This design comes from an exercise in tuning for a short achievable clock period and few clock cycles on the open sky130 flow, not from production work.
In this exercise RTL edits were held to simulation tests only and were not proved equivalent to the original.
No driver is modelled on the clock port, so clocking that relies on it looks cheaper here than on a real chip.
No activity file was given, so power comes from the tool's default toggle rates.

// cpu16_core
module cpu16_core (
    input  wire        clk,
    input  wire        rst,
    output wire [15:0] imem_addr,
    input  wire [15:0] imem_data,
    output wire        retire_valid,
    output wire [3:0]  retire_rd,
    output wire [15:0] retire_data
);
Size in the first run: roughly 3100 cells after synthesis, ~500 flip-flops, ~55 I/O pins, roughly 25000 sq um of cells after synthesis.
export LEC_CHECK = 0
export CAP_MARGIN = 20
export CORE_MARGIN = 2
export CORE_UTILIZATION = 40
export PLACE_DENSITY = 0.6
export SETUP_SLACK_MARGIN = 5
export SLEW_MARGIN = 20
export TNS_END_PERCENT = 100
create_clock -name core_clock -period 8.0 [get_ports {clk}]
standard.sh (not shown) runs the stock make flow with config.mk's settings and CLKGATE_MAP_FILE= SYNTH_SCRIPT=/design/flow/synth_recipe.tcl, a recipe that flattens the netlist after the stock synthesis.
==> flow/flow/run.sh <==
#!/bin/bash
set -euo pipefail
here=$(pwd)
bash standard.sh \
  SETUP_SLACK_MARGIN=6.0 \
  SYNTH_SCRIPT="$here/flow/synth.tcl" \
  ADDER_MAP_FILE= \
  PRE_CTS_TCL="$here/flow/cts_root.tcl" \
  finish > standard_flow.log 2>&1
Other scripts of this flow, unchanged in this note and not shown: flow/flow/abc_delay.script, flow/flow/cts_root.tcl, flow/flow/synth.tcl
Testbench counts at the start, summed over its fixed seeds: cycles 48,032.
==> next run, changes <==
--- a/flow/design.v
+++ b/flow/design.v
@@ -306,25 +306,14 @@
         else     wb_v <= ex_v;
     end
     always @(posedge clk) begin
         wb_rd <= ex_rd;
         wb_we <= we_n;
         res   <= alu_result;
         res_sh   <= alu_result & {16{(ir_shl | ir_shr) & (ir_f1 | ir_f2)}};
         wb_data  <= alu_result & {16{|we_n}};
         out_data <= alu_result & {16{ex_v}};
     end
-    reg        rt_v;
-    reg [3:0]  rt_rd;
-    reg [15:0] rt_data;
-    always @(posedge clk or posedge rst) begin
-        if (rst) rt_v <= 1'b0;
-        else     rt_v <= wb_v;
-    end
-    always @(posedge clk) begin
-        rt_rd   <= wb_rd;
-        rt_data <= out_data;
-    end
-    assign retire_valid = rt_v;
-    assign retire_rd    = rt_rd;
-    assign retire_data  = rt_data;
+    assign retire_valid = wb_v;
+    assign retire_rd    = wb_rd;
+    assign retire_data  = out_data;
 endmodule
Routed wire length goes up slightly.
Global-route usage is higher by 0.33 points.
Utilization grows by 0.88 points.
Hold slack improves by 35 ps.
Via count rises slightly.
Die area falls slightly.
Count of clock-buffer cells in the layout stays the same.
Setup slack loses 7.4 ps.
Testbench counts after the change, summed over its fixed seeds: cycles 48,024.


Another version of the RTL of cpu16_core (not shown whole).
Size in the first run: ~3000 cells after synthesis, about 55 I/O pins.
Design cpu16_core, start of the top module:
module cpu16_core (
    input  wire        clk,
    input  wire        rst,
    output wire [15:0] imem_addr,
    input  wire [15:0] imem_data,
    output wire        retire_valid,
    output wire [3:0]  retire_rd,
    output wire [15:0] retire_data
);
Settings: LEC_CHECK=0, CAP_MARGIN=20, CORE_MARGIN=2, CORE_UTILIZATION=40, PLACE_DENSITY=0.6, SETUP_SLACK_MARGIN=5, SLEW_MARGIN=20, TNS_END_PERCENT=100; clock period 8.0 ns.
==> flow/flow/run.sh <==
#!/bin/bash
set -euo pipefail
here=$(pwd)
bash standard.sh \
  SETUP_SLACK_MARGIN=5.7 \
  SYNTH_SCRIPT="$here/flow/synth.tcl" \
  ADDER_MAP_FILE= \
  PRE_CTS_TCL="$here/flow/cts_root.tcl" \
  finish > standard_flow.log 2>&1
Other scripts of this flow, unchanged in this note and not shown: flow/flow/abc_delay.script, flow/flow/cts_root.tcl, flow/flow/synth.tcl
Testbench counts at the start, summed over its fixed seeds: cycles 48,024.
Next try:
--- a/flow/design.v
+++ b/flow/design.v
@@ -1,26 +1,25 @@
 `timescale 1ns / 1ps
 module PC(
     input  wire        clk,
     input  wire        rst,
-    output wire [15:0] addr,
+    output reg  [15:0] addr,
     output reg         go
 );
-    reg [15:1] a;
-    always @(posedge clk) begin
-        if (rst) a <= 15'd0;
-        else     a <= a + 15'd1;
-    end
-    assign addr = {a, 1'b0};
     always @(posedge clk or posedge rst) begin
-        if (rst) go <= 1'b0;
-        else     go <= 1'b1;
+        if (rst) begin
+            addr <= 16'h0000;
+            go   <= 1'b0;
+        end else begin
+            addr <= addr + 16'd2;
+            go   <= 1'b1;
+        end
     end
 endmodule
 `timescale 1ns / 1ps
 module Decoder(
     input  wire [15:0] instr,
     output wire [3:0]  src1,
     output wire [3:0]  src2,
     output wire [3:0]  rd,
     output wire        itype,
     output wire [7:0]  imm,
@@ -45,37 +44,38 @@
     assign is_slt = (op == 4'd4);
     assign is_shl = (op == 4'd5) && !instr[7];
     assign is_shr = (op == 4'd5) &&  instr[7];
 endmodule
 `timescale 1ns / 1ps
 module Registers(
     input  wire        clk,
     input  wire        rst,
     input  wire [15:1] sel1,
     input  wire [15:1] sel2,
-    input  wire [15:1] we,
+    input  wire [3:0]  RA,
     input  wire [15:0] write_data,
+    input  wire        reg_write,
     output wire [15:0] SR1_OUT,
     output wire [15:0] SR2_OUT
 );
     wire [15:0] t1 [0:15];
     wire [15:0] t2 [0:15];
     assign t1[0] = 16'd0;
     assign t2[0] = 16'd0;
     genvar g;
     generate
         for (g = 1; g < 16; g = g + 1) begin : gr
             reg [15:0] q;
             always @(posedge clk or posedge rst) begin
                 if (rst)
                     q <= 16'd0;
-                else if (we[g])
+                else if (reg_write && RA == g)
                     q <= write_data;
             end
             assign t1[g] = t1[g-1] | ({16{sel1[g]}} & q);
             assign t2[g] = t2[g-1] | ({16{sel2[g]}} & q);
         end
     endgenerate
     assign SR1_OUT = t1[15];
     assign SR2_OUT = t2[15];
 endmodule
 `timescale 1ns / 1ps
@@ -157,24 +157,21 @@
         .is_slt(d_slt),
         .is_shl(d_shl),
         .is_shr(d_shr)
     );
     reg         ir_v;
     reg  [3:0]  ir_rd;
     reg         ex_v;
     reg  [3:0]  ex_rd;
     reg         wb_v;
     reg  [3:0]  wb_rd;
-    reg  [15:0] res;        
-    reg  [15:0] wb_data;    
-    reg  [15:0] out_data;   
-    reg  [15:1] wb_we;      
+    reg  [15:0] res;
     wire        fwd1, byp1, fwd2, byp2;
     wire [15:1] sel1, sel2;
     Control_Unit hz1 (
         .src(src1), .src_used(1'b1),
         .v1(ir_v), .rd1(ir_rd), .v2(ex_v), .rd2(ex_rd),
         .fwd(fwd1), .byp(byp1), .sel(sel1)
     );
     Control_Unit hz2 (
         .src(src2), .src_used(!itype),
         .v1(ir_v), .rd1(ir_rd), .v2(ex_v), .rd2(ex_rd),
@@ -209,27 +206,28 @@
         ir_slt  <= d_slt;
         ir_shl  <= d_shl;
         ir_shr  <= d_shr;
     end
     wire [15:0] rf1, rf2;
     Registers reg_inst (
         .clk(clk),
         .rst(rst),
         .sel1(ir_s1),
         .sel2(ir_s2),
-        .we(wb_we),
-        .write_data(wb_data),
+        .RA(wb_rd),
+        .write_data(res),
+        .reg_write(wb_v),
         .SR1_OUT(rf1),
         .SR2_OUT(rf2)
     );
-    wire [15:0] opa   = ir_b1 ? wb_data : rf1;
-    wire [15:0] opb   = ir_it ? {8'd0, ir_imm} : (ir_b2 ? wb_data : rf2);
+    wire [15:0] opa   = ir_b1 ? res : rf1;
+    wire [15:0] opb   = ir_it ? {8'd0, ir_imm} : (ir_b2 ? res : rf2);
     wire [15:0] other = ir_swap ? opa : opb;
     wire        subl  = ir_sub | ir_slt;
     wire        both  = ir_f1 & ir_f2;
     wire        fx    = ir_f1 | ir_f2;
     wire [15:0] k     = other ^ {16{subl}};
     wire [15:0] h     = other ^ {16{subl & !(ir_sub & ir_swap)}};
     wire        ci    = subl & !ir_swap;
     reg [15:0] ex_a, ex_k, ex_h;
     reg        ex_ci;
     reg [3:0]  ex_sh;
@@ -281,32 +279,22 @@
     wire lt_a = co_a ^ s_ltinv;
     wire [15:0] alu_result =
           ({16{s_sum_r}} & sum_r) | ({16{s_sum_a}} & sum_a)
         | ({16{s_or_r }} & or_r ) | ({16{s_or_a }} & or_a )
         | ({16{s_and_r}} & and_r) | ({16{s_and_a}} & and_a)
         | ({16{s_shl_r}} & shl_r) | ({16{s_shl_a}} & shl_a)
         | ({16{s_shr_r}} & shr_r) | ({16{s_shr_a}} & shr_a)
         | {15'd0, (s_lt_r & lt_r) | (s_lt_a & lt_a)}
         | ({16{s_dbl}} & {res[14:0], 1'b0})
         | ({16{s_same}} & res);
-    wire [15:1] we_n;
-    genvar j;
-    generate
-        for (j = 1; j < 16; j = j + 1) begin : wdec
-            assign we_n[j] = ex_v && (ex_rd == j);
-        end
-    endgenerate
     always @(posedge clk or posedge rst) begin
         if (rst) wb_v <= 1'b0;
         else     wb_v <= ex_v;
     end
     always @(posedge clk) begin
         wb_rd <= ex_rd;
-        wb_we <= we_n;
         res   <= alu_result;
-        wb_data  <= alu_result & {16{|we_n}};
-        out_data <= alu_result & {16{ex_v}};
     end
     assign retire_valid = wb_v;
     assign retire_rd    = wb_rd;
-    assign retire_data  = out_data;
+    assign retire_data  = res;
 endmodule
Effect: Wire length shrinks by 5.6%. Synthesized cell count shrinks by 3.5%. Area after synthesis is lower by 4.0%. Non-clock buffer count increases by 16. Global-route usage came out lower by 0.37 points. Total power drops by 7.5%. First-iteration DRC count shrinks by 27%. Die area falls by 3.9%. Setup slack gains 0.026 ns. Flip-flop and latch count decreases by 47.
Testbench counts after the change, summed over its fixed seeds: cycles 48,024.

## separate check: timing with driven ports
In the flow no input, the clock included, has a driving cell. The finished layouts below were timed again as built, in two steps.
Step 1 (the two cells are an assumption about what drives the block):
set clk [get_ports {clk}]
set_driving_cell -lib_cell sky130_fd_sc_hd__clkbuf_16 $clk
set_driving_cell -lib_cell sky130_fd_sc_hd__buf_2 [delete_from_list [all_inputs] $clk]
Step 2, shift: input delay + t, output delay - t, t = (earliest + latest rising clock arrival at the registers) / 2. This alone moves slack from input paths to output paths.
a / b / c = ideal ports / drivers / drivers and shift; a / b = the first two.
| run | t (ns) | setup WS [ns] | worst setup path after step 2 | worst register clock-pin slew, ns | cell pins on the clock port's net |
|---|---|---|---|---|---|
| the first run of note 1 | 0.514 | 5.517 / 5.369 / 5.399 | input to register | 0.08 / 0.08 | 4 |
| the second run of note 1 | 0.511 | 5.510 / 5.362 / 5.348 | input to register | 0.08 / 0.08 | 4 |
| the first run of note 2 | 0.532 | 5.403 / 5.282 / 5.319 | input to register | 0.07 / 0.07 | 4 |
| the second run of note 2 | 0.528 | 5.429 / 5.313 / 5.289 | input to register | 0.06 / 0.06 | 4 |
After both steps setup and hold are still met in every run listed. The setup slack of the second run of note 1, which loses most, moves by -0.148 ns with the drivers and by -0.162 ns with both steps.
